Source: an optimization exercise on an open RTL-to-GDS flow (aim: a short achievable clock period and few clock cycles). Production flows keep margins and buffers that such runs may drop. At most, simulation tests tie the RTL to the original design; equivalence was not proved. Only the layout flow was run in run 1; the RTL was not checked for function there. Power figures rest on the tool's default switching activity, not on a simulated workload.

==> design/flow/constraint.sdc <==
create_clock -name core_clock -period 33.0 [get_ports {clk}]
set_input_delay 6.6000 -clock core_clock [delete_from_list [all_inputs] [get_ports {clk}]]
set_output_delay 6.6000 -clock core_clock [all_outputs]
set_load 0.01 [all_outputs]
==> design/flow/run.sh <==
#!/bin/bash
# synth_recipe.tcl (not shown) runs the flow's synth.tcl, then flattens the netlist and writes it again
# the make line also repeats each setting of config.mk as NAME=value (left out here)
make -C /OpenROAD-flow-scripts/flow DESIGN_CONFIG=/design/flow/config.mk WORK_HOME=/design/flow/orfs CLKGATE_MAP_FILE= SYNTH_SCRIPT=/design/flow/synth_recipe.tcl finish
==> design/flow/config.mk <==
export PLATFORM = sky130hd
export DESIGN_NAME = y86_pipe
export DESIGN_NICKNAME = y86_pipe
export VERILOG_FILES = /design/flow/design.v
export SDC_FILE = /design/flow/constraint.sdc
export NUM_CORES = 4
export LEC_CHECK = 0
export CAP_MARGIN = 20
export CORE_MARGIN = 2
export CORE_UTILIZATION = 25
export GPL_ROUTABILITY_DRIVEN = 1
export PLACE_DENSITY = 0.4
export SLEW_MARGIN = 20
==> design/flow/design.v <==
module y86_pipe(clk, rst, imem_addr, imem_data, dmem_addr, dmem_wdata, dmem_we, dmem_rdata,
stat, wbe_en, wbe_dst, wbe_val, wbm_en, wbm_dst, wbm_val);
input clk;
input rst;
output [9:0] imem_addr;
input [79:0] imem_data;
output [10:0] dmem_addr;
output [63:0] dmem_wdata;
output dmem_we;
input [63:0] dmem_rdata;
output [2:0] stat;
output wbe_en;
output [3:0] wbe_dst;
output [63:0] wbe_val;
output wbm_en;
output [3:0] wbm_dst;
output [63:0] wbm_val;
localparam [2:0] S_AOK = 3'd1, S_ADR = 3'd2, S_INS = 3'd3, S_HLT = 3'd4;
localparam [3:0] RNONE = 4'hF;
function cond;
    input [3:0] fn;
    input zf, sf, of;
    begin
        case (fn)
            4'h0: cond = 1'b1;
            4'h1: cond = (sf ^ of) | zf;
            4'h2: cond = sf ^ of;
            4'h3: cond = zf;
            4'h4: cond = ~zf;
            4'h5: cond = ~(sf ^ of);
            4'h6: cond = ~(sf ^ of) & ~zf;
            default: cond = 1'b0;
        endcase
    end
endfunction
reg [10:0] pc;
reg        D_valid;
reg [79:0] D_bytes;
reg [10:0] D_valP;
reg [2:0]  D_stat;
reg [10:0] D_pred;
reg        M_valid;
reg [2:0]  M_stat;
reg [3:0]  M_dstE, M_dstM;      
reg [63:0] M_valE, M_valA;
reg [10:0] M_addr;
reg        M_we;
reg        M_ret;
reg [10:0] M_pred;
reg [2:0]  W_stat;
reg        W_en_e, W_en_m;
reg [3:0]  W_dstE, W_dstM;
reg [63:0] W_valE, W_valM;
reg ZF, SF, OF;
reg [10:0] ras [0:7];
reg [2:0]  ras_ptr;
reg [63:0] rf [0:14];
wire halted = (W_stat != S_AOK);
wire [3:0] d_icode = D_bytes[7:4];
wire [3:0] d_ifun  = D_bytes[3:0];
wire [3:0] d_rA    = D_bytes[15:12];
wire [3:0] d_rB    = D_bytes[11:8];
wire [63:0] d_valC = D_bytes[79:16];
wire d_ok = D_valid && (D_stat == S_AOK);
reg [3:0] srcA, srcB, dstE, dstM;
always @(*) begin
    case (d_icode)
        4'h2, 4'h4, 4'h6, 4'hA: srcA = d_rA;
        4'h9, 4'hB: srcA = 4'h4;
        default: srcA = RNONE;
    endcase
    case (d_icode)
        4'h4, 4'h5, 4'h6: srcB = d_rB;
        4'h8, 4'h9, 4'hA, 4'hB: srcB = 4'h4;
        default: srcB = RNONE;
    endcase
    case (d_icode)
        4'h2, 4'h3, 4'h6: dstE = d_rB;
        4'h8, 4'h9, 4'hA, 4'hB: dstE = 4'h4;
        default: dstE = RNONE;
    endcase
    case (d_icode)
        4'h5, 4'hB: dstM = d_rA;
        default: dstM = RNONE;
    endcase
    if (!d_ok) begin
        srcA = RNONE; srcB = RNONE; dstE = RNONE; dstM = RNONE;
    end
end
wire is_store = (d_icode == 4'h4) || (d_icode == 4'hA);
wire hazA = (srcA != RNONE) && (srcA == M_dstM);
wire hazB = (srcB != RNONE) && (srcB == M_dstM);
wire bypassA = hazA && is_store;
wire stall = (hazA && !is_store) || hazB;
wire [63:0] rdA = (srcA == RNONE) ? 64'd0 :
                  (srcA == M_dstE) ? M_valE : rf[srcA];
wire [63:0] rdB = (srcB == RNONE) ? 64'd0 :
                  (srcB == M_dstE) ? M_valE : rf[srcB];
wire [63:0] d_valA = (d_icode == 4'h7 || d_icode == 4'h8) ? {53'd0, D_valP} : rdA;
reg [63:0] aluA, aluB;
always @(*) begin
    case (d_icode)
        4'h2, 4'h6: aluA = rdA;
        4'h3, 4'h4, 4'h5: aluA = d_valC;
        4'h8, 4'hA: aluA = -64'd8;
        4'h9, 4'hB: aluA = 64'd8;
        default: aluA = 64'd0;
    endcase
    case (d_icode)
        4'h4, 4'h5, 4'h6, 4'h8, 4'h9, 4'hA, 4'hB: aluB = rdB;
        default: aluB = 64'd0;
    endcase
end
wire [1:0] alufn = (d_icode == 4'h6) ? d_ifun[1:0] : 2'd0;
wire [63:0] sum  = aluB + aluA;
wire [63:0] diff = aluB - aluA;
reg [63:0] valE;
reg a_of;
always @(*) begin
    case (alufn)
        2'd0: valE = sum;
        2'd1: valE = diff;
        2'd2: valE = aluB & aluA;
        default: valE = aluB ^ aluA;
    endcase
    case (alufn)
        2'd0: a_of = (aluB[63] == aluA[63]) && (sum[63] != aluB[63]);
        2'd1: a_of = (aluB[63] != aluA[63]) && (diff[63] != aluB[63]);
        default: a_of = 1'b0;
    endcase
end
wire a_zf = (valE == 64'd0);
wire a_sf = valE[63];
wire d_cnd = cond(d_ifun, ZF, SF, OF);
wire [3:0] e_dstE = (d_icode == 4'h2 && !d_cnd) ? RNONE : dstE;
wire mem_rd = (d_icode == 4'h5) || (d_icode == 4'hB) || (d_icode == 4'h9);
wire mem_wr = (d_icode == 4'h4) || (d_icode == 4'hA) || (d_icode == 4'h8);
wire [63:0] addr = (d_icode == 4'hB || d_icode == 4'h9) ? rdA : valE;
wire addr_err = d_ok && (mem_rd || mem_wr) && (addr > 64'd2000);
assign dmem_addr  = M_addr;
assign dmem_wdata = M_valA;
assign dmem_we    = M_we;
wire [10:0] ret_tgt = {(|dmem_rdata[63:10]), dmem_rdata[9:0]};
wire redirect = M_ret && (ret_tgt != M_pred);
wire m_err = M_valid && (M_stat != S_AOK);
wire kill = redirect || m_err || halted;
wire de_go = D_valid && !stall && !kill;
wire de_wr = de_go && d_ok && !addr_err;
wire set_cc = de_wr && (d_icode == 4'h6);
wire [3:0] f_icode = imem_data[7:4];
wire [3:0] f_ifun  = imem_data[3:0];
wire f_bad = pc[10];
wire [10:0] pc1  = {1'b0, pc[9:0]} + 11'd1;
wire [10:0] pc2  = {1'b0, pc[9:0]} + 11'd2;
wire [10:0] pc9  = {1'b0, pc[9:0]} + 11'd9;
wire [10:0] pc10 = {1'b0, pc[9:0]} + 11'd10;
reg [10:0] f_valP;
always @(*) begin
    case (f_icode)
        4'h2, 4'h6, 4'hA, 4'hB: f_valP = pc2;
        4'h3, 4'h4, 4'h5: f_valP = pc10;
        4'h7, 4'h8: f_valP = pc9;
        default: f_valP = pc1;
    endcase
end
wire [10:0] f_tgt = {(|imem_data[71:18]), imem_data[17:8]};
wire de_op = d_ok && (d_icode == 4'h6);
wire f_zf = de_op ? a_zf : ZF;
wire f_sf = de_op ? a_sf : SF;
wire f_of = de_op ? a_of : OF;
wire f_cnd = cond(f_ifun, f_zf, f_sf, f_of);
wire [2:0] ras_top = ras_ptr - 3'd1;
wire [10:0] f_pred = ras[ras_top];
reg [10:0] f_next;
always @(*) begin
    if (f_bad) f_next = pc;
    else case (f_icode)
        4'h7: f_next = f_cnd ? f_tgt : pc9;
        4'h8: f_next = f_tgt;
        4'h9: f_next = f_pred;
        default: f_next = f_valP;
    endcase
end
reg [2:0] f_stat;
always @(*) begin
    if (f_bad) f_stat = S_ADR;
    else if (f_icode >= 4'hC) f_stat = S_INS;
    else if (f_icode == 4'h0) f_stat = S_HLT;
    else f_stat = S_AOK;
end
wire f_go = !stall && !redirect;
integer i;
always @(posedge clk) begin
    if (rst) begin
        pc <= 11'd0;
        D_valid <= 1'b0;
        ras_ptr <= 3'd0;
        for (i = 0; i < 8; i = i + 1) ras[i] <= 11'd0;
    end else begin
        if (redirect) begin
            pc <= ret_tgt;
            D_valid <= 1'b0;
        end else if (!stall) begin
            pc <= f_next;
            D_valid <= 1'b1;
            D_bytes <= imem_data;
            D_valP <= f_valP;
            D_stat <= f_stat;
            D_pred <= f_pred;
            if (!f_bad && f_icode == 4'h8) begin
                ras[ras_ptr] <= pc9;
                ras_ptr <= ras_ptr + 3'd1;
            end else if (!f_bad && f_icode == 4'h9) begin
                ras_ptr <= ras_top;
            end
        end
    end
end
always @(posedge clk) begin
    if (rst) begin
        M_valid <= 1'b0;
        M_stat <= S_AOK;
        M_dstE <= RNONE;
        M_dstM <= RNONE;
        M_we <= 1'b0;
        M_ret <= 1'b0;
    end else begin
        M_valid <= de_go;
        M_stat <= !d_ok ? D_stat : (addr_err ? S_ADR : S_AOK);
        M_dstE <= de_wr ? e_dstE : RNONE;
        M_dstM <= de_wr ? dstM : RNONE;
        M_we <= de_wr && mem_wr;
        M_ret <= de_wr && (d_icode == 4'h9);
        M_valE <= valE;
        M_valA <= bypassA ? dmem_rdata : d_valA;
        M_addr <= addr[10:0];
        M_pred <= D_pred;
    end
end
always @(posedge clk) begin
    if (rst) begin
        ZF <= 1'b1; SF <= 1'b0; OF <= 1'b0;
    end else if (set_cc) begin
        ZF <= a_zf; SF <= a_sf; OF <= a_of;
    end
end
always @(posedge clk) begin
    if (rst) begin
        W_stat <= S_AOK;
        W_en_e <= 1'b0;
        W_en_m <= 1'b0;
    end else if (!halted) begin
        W_stat <= M_valid ? M_stat : S_AOK;
        W_en_e <= (M_dstE != RNONE);
        W_en_m <= (M_dstM != RNONE);
        W_dstE <= M_dstE;
        W_dstM <= M_dstM;
        W_valE <= M_valE;
        W_valM <= dmem_rdata;
    end
end
always @(posedge clk) begin
    if (rst) begin
        rf[0] <= 64'h1;   rf[1] <= 64'h8;   rf[2] <= 64'h6;   rf[3] <= 64'h5;
        rf[4] <= 64'h100; rf[5] <= 64'h6;   rf[6] <= 64'h7;   rf[7] <= 64'h5;
        rf[8] <= 64'h9;   rf[9] <= 64'ha;   rf[10] <= 64'hb;  rf[11] <= 64'h1;
        rf[12] <= 64'h2;  rf[13] <= 64'h3;  rf[14] <= 64'h4;
    end else begin
        for (i = 0; i < 15; i = i + 1) begin
            if (M_dstM == i) rf[i] <= dmem_rdata;
            else if (M_dstE == i) rf[i] <= M_valE;
        end
    end
end
assign imem_addr = pc[9:0];
assign stat = W_stat;
assign wbe_en = W_en_e;
assign wbe_dst = W_dstE;
assign wbe_val = W_valE;
assign wbm_en = W_en_m;
assign wbm_dst = W_dstM;
assign wbm_val = W_valM;
endmodule
==> results of run 1 <==
[logic make-up after synthesis]
kind of cell               Yosys count  synth area share
AOI/OAI and AO/OA                 3128            0.2560
xor gates and xnor gates            67          0.006631
adders and majority gates          141           0.02005
buffers and inverters             1347           0.05736
DFF                               1476            0.3881
muxes                             1130            0.1316
and+or+nand+nor                   2855            0.1402
[layout make-up]
cell class	instances	area share
sequential	1476	0.3282
clock buffer	289	0.05461
multi-input combinational	7321	0.4784
timing repair buffer	797	0.06853
inverter	201	0.007282
antenna	35	0.0008370
clock inverter	63	0.005596
tap	4730	0.05656
[power breakdown]
part | switching [uW] | internal, uW | total, uW | leakage [uW]
logic | 632 | 222 | 854 | 0.0201
registers | 61.2 | 1940 | 2000 | 0.0128
clock network | 949 | 1250 | 2200 | 0.00310
total | 1640 | 3410 | 5060 | 0.0360
[metrics by stage]
stage / utilization / instances / total power [uW] / area [um^2] / hold slack [ps]
finish: 0.2969 / 14912 / 5056 / 104600 / 415.9
global route: 0.2967 / 14880 / 5155 / 104600 / 427.4
CTS: 0.2964 / 14873 / 5039 / 104500 / 415.7
detailed placement: 0.2785 / 14521 / 2850 / 98150 / 404.5
global placement: 0.2783 / 14516 / 2852 / 98060 / 404.0
floorplan: - / 10144 / 2394 / 88490 / 400.3
[cells in the final DEF (no fill, tap or decap), types with 48 or more instances in the layout]
cell type,instances
nor2_1,1451
mux2i_1,1074
dfxtp_1,997
a211oi_1,984
nand2_1,633
edfxtp_1,479
a21oi_1,463
buf_4,402
clkdlybuf4s50_1,371
o21ai_0,356
a221oi_1,221
clkbuf_16,204
a222oi_1,202
inv_1,197
a22oi_1,170
nand3_1,144
ha_1,137
nand4_1,128
nor4_1,87
o31ai_1,77
o211ai_1,69
nor3_1,68
a22o_1,68
o21a_1,60
clkbuf_1,56
o22ai_1,48
[registers in the layout, summed over array words and instances, names as in the netlist, 11 cells and up]
| name | cells |
|---|---|
| M_valE | 64 |
| rf | 960 |
| M_pred | 11 |
| D_bytes | 80 |
| ras | 88 |
| D_pred | 11 |
| pc | 11 |
| D_valP | 11 |
| M_addr | 11 |
| M_valA | 64 |
| W_valM | 64 |
| W_valE | 64 |
[final timing paths]
path | start | slack [ps] | depth (start not counted) | end
max | D_bytes[7]$_DFFE_PP_ | 20180 | 31 | pc[3]$_SDFFE_PP0P_
min | D_pred[2]$_DFFE_PP_ | 420 | 0 | M_pred[2]$_DFFE_PN_
max reg2reg | D_bytes[7]$_DFFE_PP_ | 20180 | 31 | pc[3]$_SDFFE_PP0P_
min reg2reg | D_pred[2]$_DFFE_PP_ | 420 | 0 | M_pred[2]$_DFFE_PN_
[routing by layer]
| metal | vias up | wire, um |
|---|---|---|
| li1 | 38093 | - |
| met3 | 1870 | 69870 |
| met4 | 40 | 41620 |
| met2 | 7321 | 242300 |
| met1 | 46621 | 232100 |
| met5 | - | 277 |
==> impl_metrics.env, run 1 <==
export IMPL_status="no timing/DRC/antenna violations"
export IMPL_cts_resized=0
export IMPL_synth_edf_count=479
export IMPL_cp_common_cell="buf_4"
export IMPL_peakVddDrop_v=0.00004341
export IMPL_hpwl_um=377600
export IMPL_clock_sinks=1476
export IMPL_finalMaxSlewViolations=0
export IMPL_start_kind="flip-flop"
export IMPL_drt_initial_drc_count=15974
export IMPL_clock_path_buffers=4
export IMPL_grtUsageMet2=0.4540
export IMPL_slew_headroom=0.06514
export IMPL_maxClockFrequency_mhz=78.02
export IMPL_nFillCells=37078
export IMPL_synth_common_cells="nor2_1 (1490), mux2i_1 (1074), dfxtp_1 (997)"
export IMPL_p_leak_uw=0.03596
export IMPL_hold_viol_final=0
export IMPL_skew_ps=86.39
export IMPL_yosysTopAreaCell="dfxtp_1"
export IMPL_critPathMaxStageDelay_ps=850
export IMPL_antenna_found_initial=88
export IMPL_nets=10277
export IMPL_yosys_area_top_type_share=0.2255
export IMPL_path_buf_inv=4
export IMPL_synthArstFlopShare=0
export IMPL_hp_class="flip-flop to flip-flop"
export IMPL_period_share=0.3884
export IMPL_grt_max_degree=161
export IMPL_ys_seq_area_frac=0.3881
export IMPL_core_area_mm2=0.3524
export IMPL_insertion_delay_ps=970
export IMPL_wire_per_inst_um=39.31
export IMPL_fin_ws_ps=20180
export IMPL_drc=0
export IMPL_netlist_instances=10144
export IMPL_htree_levels=4
export IMPL_dieWidth_um=599.0
export IMPL_yosysMostFrequentCell="nor2_1"
export IMPL_setup_viol=0
export IMPL_syn_area_mm2=0.08849
export IMPL_critical_path_arrival_ps=13660
export IMPL_period_needed_ps=12820
export IMPL_fp_dieArea_mm2=0.3587
export IMPL_grt_pass1_wl_um=775500
export IMPL_drive_above_1_share=0.09362
export IMPL_grtUsageTotal=0.3114
export IMPL_setup_tns_ps=0
export IMPL_post_place_ws_ps=19680
export IMPL_grtUsageMet3=0.09407
export IMPL_via_per_inst=6.300
export IMPL_synthFlopType="dfxtp_1"
export IMPL_ant_nets=0
export IMPL_initial_core_util=0.2511
export IMPL_rsz0062_at_grt="false"
export IMPL_cp_required_ps=33840
export IMPL_avgSynthCellArea_um2=8.724
export IMPL_crit_family="compound AO/OA/AOI/OAI gates"
export IMPL_place_congestion=0.9792
export IMPL_grt_pass1_vias=86398
export IMPL_slowest_stage="edfxtp_1"
export IMPL_dieHeight_um=599.0
export IMPL_clkSlewWorstSetupHoldPaths_ps=60
export IMPL_hold_buffers=0
export IMPL_io_buffers=372
export IMPL_ios=373
export IMPL_crit_fanout=24
export IMPL_numCtsBuffers=195
export IMPL_powerDensity_mw_per_mm2=48.32
export IMPL_critPathCaptureType="flip-flop"
export IMPL_max_cap_viol_count=0
export IMPL_first_pass_iters=11
export IMPL_grt_ovfl_total=0
export IMPL_cts_setup_buffers=0
export IMPL_area_growth_pct=18.25
export IMPL_synthDistinctLibCells=104
export IMPL_grt_use_met1=0.4022
export IMPL_multi_input_area_mm2=0.05006
export IMPL_worst_pin_slew_ps=1390
export IMPL_synth_seq_cells=1476
export IMPL_yosysWarnings=2
export IMPL_netlist_top_cells_area="dfxtp_1 (23%), edfxtp_1 (16%), mux2i_1 (12%)"
export IMPL_dr_total_vias=93945
export IMPL_top_usage_layer="met2"
export IMPL_cts_root_buf="clkbuf_16"
export IMPL_finalWirelength_um=586200
export IMPL_worst_setup_path_type="flip-flop to flip-flop"
export IMPL_cts_tree="done"
export IMPL_seqCellArea_mm2=0.03434
export IMPL_syn_nets=10429
export IMPL_rows=218
==> run 2, diff against run 1 <==
--- a/design/flow/design.v
+++ b/design/flow/design.v
@@ -146,6 +146,7 @@
 wire kill = redirect || m_err || halted;
 wire de_go = D_valid && !stall && !kill;
 wire de_wr = de_go && d_ok && !addr_err;
+wire de_err = D_valid && !stall && !redirect && !m_err && (!d_ok || addr_err);
 wire set_cc = de_wr && (d_icode == 4'h6);
 wire [3:0] f_icode = imem_data[7:4];
 wire [3:0] f_ifun  = imem_data[3:0];
@@ -249,8 +250,13 @@
         W_stat <= S_AOK;
         W_en_e <= 1'b0;
         W_en_m <= 1'b0;
-    end else if (!halted) begin
-        W_stat <= M_valid ? M_stat : S_AOK;
+    end else if (halted) begin
+        W_en_e <= 1'b0;
+        W_en_m <= 1'b0;
+    end else begin
+        if (m_err) W_stat <= M_stat;
+        else if (de_err) W_stat <= d_ok ? S_ADR : D_stat;
+        else W_stat <= S_AOK;
         W_en_e <= (M_dstE != RNONE);
         W_en_m <= (M_dstM != RNONE);
         W_dstE <= M_dstE;
==> run 2 against run 1 <==
Effect of this change: critical endpoint is now M_dstM[0]$_SDFF_PP1_; still clean; sequential power about the same; hold slack got worse by 7.2 ps; via count about the same; largest power group unchanged; highest routed layer unchanged; clock-buffer cell count decreased by 33.
==> impl_metrics.env, run 2 <==
export IMPL_clock_sinks=1476
export IMPL_whs_path_depth=0
export IMPL_dieWidth_um=599.6
export IMPL_grtUsageTotal=0.3196
export IMPL_rows=218
export IMPL_hold_viol_final=0
export IMPL_core_area_mm2=0.3530
export IMPL_critPathCaptureType="flip-flop"
export IMPL_crit_family="simple AND/OR/NAND/NOR gates"
export IMPL_top_regs="rf x960, ras x88, D_bytes x80"
export IMPL_synthMuxAreaShare=0.1258
export IMPL_syn_nets=10309
export IMPL_worst_pin_slew_ps=1360
export IMPL_p_leak_uw=0.03664
export IMPL_synth_seq_cells=1476
export IMPL_max_cap_viol_count=0
export IMPL_clock_path_buffers=4
export IMPL_critical_path_arrival_ps=13860
export IMPL_place_congestion=0.9870
export IMPL_final_cell_mix="nor2_1 (1408), mux2i_1 (1034), dfxtp_1 (997)"
export IMPL_crit_cells=24
export IMPL_finalWirelength_um=600400
export IMPL_dr_total_vias=93902
export IMPL_hp_class="flip-flop to flip-flop"
export IMPL_synth_simple_area_share=0.1352
export IMPL_netlist_top_cells_area="dfxtp_1 (23%), edfxtp_1 (16%), mux2i_1 (12%)"
export IMPL_grt_pass1_wl_um=794200
export IMPL_htree_levels=4
export IMPL_cts_resized=0
export IMPL_period_share=0.3969
export IMPL_synthDistinctLibCells=122
export IMPL_avgSynthCellArea_um2=8.847
export IMPL_drive_above_1_share=0.1046
export IMPL_ant_nets=0
export IMPL_slew_headroom=0.08495
export IMPL_rsz0062_at_grt="false"
export IMPL_maxClockFrequency_mhz=76.35
export IMPL_ff2ff_path_depth=24
export IMPL_drc=0
export IMPL_numCtsBuffers=193
export IMPL_wire_per_inst_um=40.46
export IMPL_synth_compound_area_frac=0.2683
export IMPL_yosysMostFrequentCell="nor2_1"
export IMPL_synthAdderAreaFrac=0.01978
export IMPL_hp_start="D_pred[4]$_DFFE_PP_"
export IMPL_synth_edf_count=479
export IMPL_finalMaxSlewViolations=0
export IMPL_slowest_stage="o41ai_2"
export IMPL_top_register="rf"
export IMPL_synth_common_cells="nor2_1 (1434), mux2i_1 (1034), dfxtp_1 (997)"
export IMPL_grt_max_degree=168
export IMPL_worst_setup_path_type="flip-flop to flip-flop"
export IMPL_area_growth_pct=18.73
export IMPL_clkSlewWorstSetupHoldPaths_ps=60
export IMPL_synthArstFlopShare=0
export IMPL_stdcell_area_mm2=0.1053
export IMPL_cp_required_ps=33760
export IMPL_via_per_inst=6.328
export IMPL_peakVddDrop_v=0.00003834
export IMPL_cts_root_buf="clkbuf_16"
export IMPL_fp_dieArea_mm2=0.3595
export IMPL_ys_seq_area_frac=0.3872
export IMPL_yosysWarnings=2
export IMPL_yosys_area_top_type_share=0.2251
export IMPL_status="no timing/DRC/antenna violations"
export IMPL_powerDensity_mw_per_mm2=49.18
export IMPL_cp_cell_sequence="and2b_1 -> nand3_1 -> nor2b_4 -> buf_4 -> buf_4 -> a22oi_1 -> nand4_1 -> a221oi_1 -> a31oi_1 -> ha_1 -> inv_2 -> nor4_4 -> o2111ai_1 -> a31oi_1 -> a41o_2 -> a21boi_0 -> o31ai_1 -> a21oi_1 -> nor4_2 -> nand4_1 -> nor2b_1 -> o41ai_2 -> and3_1 -> nand4b_1"
export IMPL_nFillCells=37063
export IMPL_setup_viol=0
export IMPL_placed_cell_area_mm2=0.09850
export IMPL_syn_area_mm2=0.08869
export IMPL_synth_top_family_by_area="compound AO/OA/AOI/OAI gates"
export IMPL_antenna_found_initial=60
export IMPL_drt_initial_drc_count=16064
export IMPL_critPathLaunch="D_bytes[7]$_DFFE_PP_"
export IMPL_hpwl_um=397200
export IMPL_nets=10204
export IMPL_grt_ovfl_total=0
export IMPL_setup_tns_ps=0
export IMPL_cts_tree="done"
export IMPL_path_buf_inv=3
export IMPL_mostFrequentLayoutCell="nor2_1"
export IMPL_skew_ps=113.6
export IMPL_largest_reg_flops=960
export IMPL_hold_buffers=0
export IMPL_yosysTopAreaCell="dfxtp_1"
export IMPL_start_kind="flip-flop"
export IMPL_rr_startpoint="D_bytes[7]$_DFFE_PP_"
export IMPL_crit_fanout=21
export IMPL_ios=373
export IMPL_initial_core_util=0.2513
export IMPL_period_needed_ps=13100
export IMPL_synth_xor_area_frac=0.005728
export IMPL_critPathMaxStageDelay_ps=1020
export IMPL_first_pass_iters=9
export IMPL_netlist_instances=10024
export IMPL_synthFlopType="dfxtp_1"
export IMPL_insertion_delay_ps=990
export IMPL_cts_setup_buffers=0
export IMPL_dieHeight_um=599.6
export IMPL_io_buffers=372
export IMPL_grt_pass1_vias=86293
## run 2: worst paths after layout
check                           slack [ps]                    to
worst max register to register       19900  M_dstM[0]$_SDFF_PP1_
worst min-delay path                   410   M_pred[4]$_DFFE_PN_
worst min register to register         410   M_pred[4]$_DFFE_PN_
worst max-delay path                 19900  M_dstM[0]$_SDFF_PP1_
## run 2: layout make-up
type                    count  area [um^2]  area share
multi-input cells        7244        50210      0.4768
flip-flops and latches   1476        34340      0.3262
repair buffers            825         7366     0.06995
well taps                4730         5918     0.05621
clock buffers             256         5391     0.05120
clock inverters            95         1299     0.01233
inverters                 179        686.9    0.006524
diodes                     33        82.58   0.0007843
## run 2: kinds of logic after synthesis
kind of cell	count (synthesis)
and+or+nand+nor	2691
muxes	1084
buffers and inverters	1304
xor gates and xnor gates	58
AOI/OAI and AO/OA	3272
adders and majority gates	139
DFF	1476
## run 2: per-stage QoR
step | hold slack [ps] | setup WS [ps] | cells | total power [uW] | util
finish | 408.7 | 19900 | 14838 | 5179 | 0.2983
global route | 429.1 | 20230 | 14808 | 5285 | 0.2981
CTS | 408.8 | 20780 | 14805 | 5169 | 0.2980
detailed placement | 404.5 | 19910 | 14454 | 2866 | 0.2791
global placement | 406.7 | 19180 | 14448 | 2870 | 0.2787
floorplan | 400.3 | 15450 | 10024 | 2411 | -
## run 2: metal layers
layer / wire length [um] / global-route usage
met5: 138 / 0
met4: 43510 / 0.1916
met2: 236900 / 0.4433
met1: 250100 / 0.4358
met3: 69680 / 0.08952
## run 2: worst register-to-register path, cell delays in order (launching register included)
cell and delay [ps]:
edfxtp_1 630, and2b_1 720, nand3_1 650, nor2b_4 830
buf_4 610, buf_4 600, a22oi_1 270, nand4_1 170
a221oi_1 60, a31oi_1 820, ha_1 680, inv_2 230
nor4_4 520, o2111ai_1 390, a31oi_1 780, a41o_2 570
a21boi_0 220, o31ai_1 310, a21oi_1 280, nor4_2 770
nand4_1 750, nor2b_1 390, o41ai_2 1020, and3_1 520
nand4b_1 130
## run 2: where the power goes
part           switching [uW]  internal (uW)  leakage (uW)
Combinational             631            228        0.0206
Clock                     967           1350       0.00326
Sequential               48.8           1950        0.0128
Testbench counts of run 2, summed over its fixed seeds: cycles 28,848.

-- static timing again, ports no longer ideal --
In the flow no input, the clock included, has a driving cell. The finished layouts below were timed again as built, in two steps.
Step 1 assumes that a clkbuf_16 drives the clock port and a buf_2 every other input.
Step 2 also shifts input and output timing later by t, the mid clock arrival at the registers, as if the neighbouring blocks saw the same clock.
Three values: ideal ports, drivers, drivers and shift; two values: the first two.
| run | shift t [ns] | setup slack, ns | cell pins on the clock port's net |
|---|---|---|---|
| run 1 | 1.040 | 20.183 / 20.183 / 19.456 | 1 |
| run 2 | 1.042 | 19.903 / 19.903 / 19.327 | 1 |
After both steps every run listed still meets setup and hold. The setup slack of run 1, which loses most, moves by 0.000 ns with the drivers and by -0.727 ns with both steps.
